Background: an optimization exercise with open tools, aiming at small area and a short achievable clock period. Do not read the settings as production practice. Function was checked by simulation only, so behaviour that the tests miss may differ from the original. Power figures rest on the tool's default switching activity, not on a simulated workload.

## run 1
## wallace_multiplier_16bit
module wallace_multiplier_16bit(
    input  wire        clk,
    input  wire        rst,
    input  wire [15:0] multiplicand,
    input  wire [15:0] multiplier,
    output reg  [31:0] result
);
Settings: LEC_CHECK=0, CAP_MARGIN=20, CORE_MARGIN=2, CORE_UTILIZATION=60, CTS_BUF_LIST=sky130_fd_sc_hd__clkbuf_4 sky130_fd_sc_hd__clkbuf_8, CTS_CLUSTER_DIAMETER=50, CTS_CLUSTER_SIZE=12, SETUP_SLACK_MARGIN=1.0, SLEW_MARGIN=20, SYNTH_HIERARCHICAL=1, SYNTH_MINIMUM_KEEP_SIZE=0; clock period 3.0 ns.
run.sh (not shown) runs the stock make flow with config.mk's settings and CLKGATE_MAP_FILE= SYNTH_SCRIPT=/design/flow/synth_recipe.tcl, a recipe that flattens the netlist after the stock synthesis.
Edits applied to the flow inputs when going from run 1 to run 2:
- CTS_CLUSTER_DIAMETER: 50 -> unset
- CTS_BUF_LIST: sky130_fd_sc_hd__clkbuf_4 sky130_fd_sc_hd__clkbuf_8 -> sky130_fd_sc_hd__clkbuf_8
- CTS_CLUSTER_SIZE: 12 -> 20
[summary]
In summary, run 2 completed successfully, with a layout that passed the timing, design-rule and antenna checks. From run 1 to run 2 the numbers moved as follows: share of power burned in the clock network went up, met1 routing resource usage after global routing saw an increase, cell area +1.8%, maximum frequency level.
Modified inputs, run 3 compared to run 2
- changing CTS_BUF_LIST from sky130_fd_sc_hd__clkbuf_8 to sky130_fd_sc_hd__clkbuf_4 sky130_fd_sc_hd__clkbuf_8
- changing SETUP_SLACK_MARGIN from 1.0 to 1.3
- changing CTS_CLUSTER_SIZE from 20 to 12
- setting CTS_CLUSTER_DIAMETER to 50 for the first time
Results
Run 3: PASS, flow complete, no timing, DRC or antenna violations
Clock power share for run 3: 4.6 points down relative to run 2
Changes observed in run 3 relative to run 2: total length of routed met2 wires moved up, filler cell count fell about 16%, cell area after layout went up.
diff inputs: run 3 => run 4
- clearing CTS_BUF_LIST, which used to be sky130_fd_sc_hd__clkbuf_4 sky130_fd_sc_hd__clkbuf_8
- clearing CTS_CLUSTER_SIZE, which used to be 12
- clearing CTS_CLUSTER_DIAMETER, which used to be 50
- swapping 1.3 for 1.0 in SETUP_SLACK_MARGIN
==> comparison <==
Taking run 3 as the reference, in run 4 final routed wirelength across all metal layers lost 15%, switching share of total power now smaller, final cell count shrank by about 6.4%, clock group share of total power grew by 8.1 points, sequential group share of total power decreased 2.4 points.
Run 4 and run 3 ended up with roughly the same sequential cell count.
Run 4 ended up with a higher fraction of area in registers than run 3 did.
Sort run 3 and run 4 by routed length on met2 asc -> top: run 4
[inputs] run 5 vs run 4
- putting CTS_CLUSTER_SIZE at 12 where nothing was set
- putting CTS_BUF_LIST at sky130_fd_sc_hd__clkbuf_4 sky130_fd_sc_hd__clkbuf_8 where nothing was set
- putting CTS_CLUSTER_DIAMETER at 50 where nothing was set
==> flow/flow/run.sh (new file) <==
#!/bin/bash
# Standard ORFS layout (the standard.sh) with plain buf_1 cells as the
# port buffers instead of the delay cells buffer_ports picks by default.
set -euo pipefail
export BUFFER_PORTS_ARGS="-buffer_cell sky130_fd_sc_hd__buf_1"
bash standard.sh > standard_flow.log 2>&1
==> flow/standard.sh (new file) <==
#!/bin/bash
# synth_recipe.tcl (not shown) runs the flow's synth.tcl, then flattens the netlist and writes it again
# the make line also repeats each setting of config.mk as NAME=value (left out here)
make -C /OpenROAD-flow-scripts/flow DESIGN_CONFIG=/design/flow/config.mk WORK_HOME=/design/flow/orfs CLKGATE_MAP_FILE= SYNTH_SCRIPT=/design/flow/synth_recipe.tcl "${@:-finish}"
removed: flow/run.sh
Findings:
Run 4 finished all stages; the layout is clean.
Run 5: PASS, flow complete, no timing, DRC or antenna violations
Run 5 against run 4: worst hold slack shows a reduction of 200 ps, cell area lower, count of clock-buffer cells in the layout fell 2.0%.
Inputs modified between run 5 and run 6:
- a deleted CTS_CLUSTER_SIZE that had been 12
- a change of CORE_UTILIZATION from 60 to 40
- a deleted CTS_BUF_LIST that had been sky130_fd_sc_hd__clkbuf_4 sky130_fd_sc_hd__clkbuf_8
- a deleted CTS_CLUSTER_DIAMETER that had been 50
==> flow/run.sh (new file) <==
#!/bin/bash
# synth_recipe.tcl (not shown) runs the flow's synth.tcl, then flattens the netlist and writes it again
# the make line also repeats each setting of config.mk as NAME=value (left out here)
make -C /OpenROAD-flow-scripts/flow DESIGN_CONFIG=/design/flow/config.mk WORK_HOME=/design/flow/orfs CLKGATE_MAP_FILE= SYNTH_SCRIPT=/design/flow/synth_recipe.tcl finish
removed: flow/flow/run.sh
removed: flow/standard.sh
Notes after the runs:
Compared with run 5, in run 6 area enclosed by the die boundary moved up; highest clock frequency the design can meet moved up. In run 6 relative to run 5, number of buffers created by CTS had gone down by a few percent. Relative to run 5, minimum clock period has decreased by 10 ps in run 6. Setup slack in run 6 is larger than in run 5.

[afterwards: timing with drivers on the ports]
The results above use ideal ports. As a check the final layouts listed here were re-extracted and re-timed, cells and wires unchanged. Step 1: set_driving_cell puts a clkbuf_16 on clk and a buf_2 on each other input, an assumption about the parent block. Step 2, shift: input delay + t, output delay - t, t = (earliest + latest rising clock arrival at the registers) / 2. This alone moves slack from input paths to output paths. Three values: no drivers, after step 1, after step 2; two values: the first two.
run | t (ns) | setup slack, ns | latest minus earliest clock arrival (ns)
run 1 | 0.579 | 0.997 / 0.997 / 0.997 | 0.020 / 0.019
run 2 | 0.605 | 0.992 / 0.992 / 0.992 | 0.029 / 0.029
run 3 | 0.583 | 0.964 / 0.964 / 0.964 | 0.033 / 0.033
run 4 | 0.551 | 1.004 / 0.998 / 1.004 | 0.012 / 0.012
run 5 | 0.575 | 0.943 / 0.943 / 0.943 | 0.023 / 0.023
run 6 | 0.555 | 0.953 / 0.953 / 0.953 | 0.012 / 0.012
After both steps every run listed still meets setup and hold.
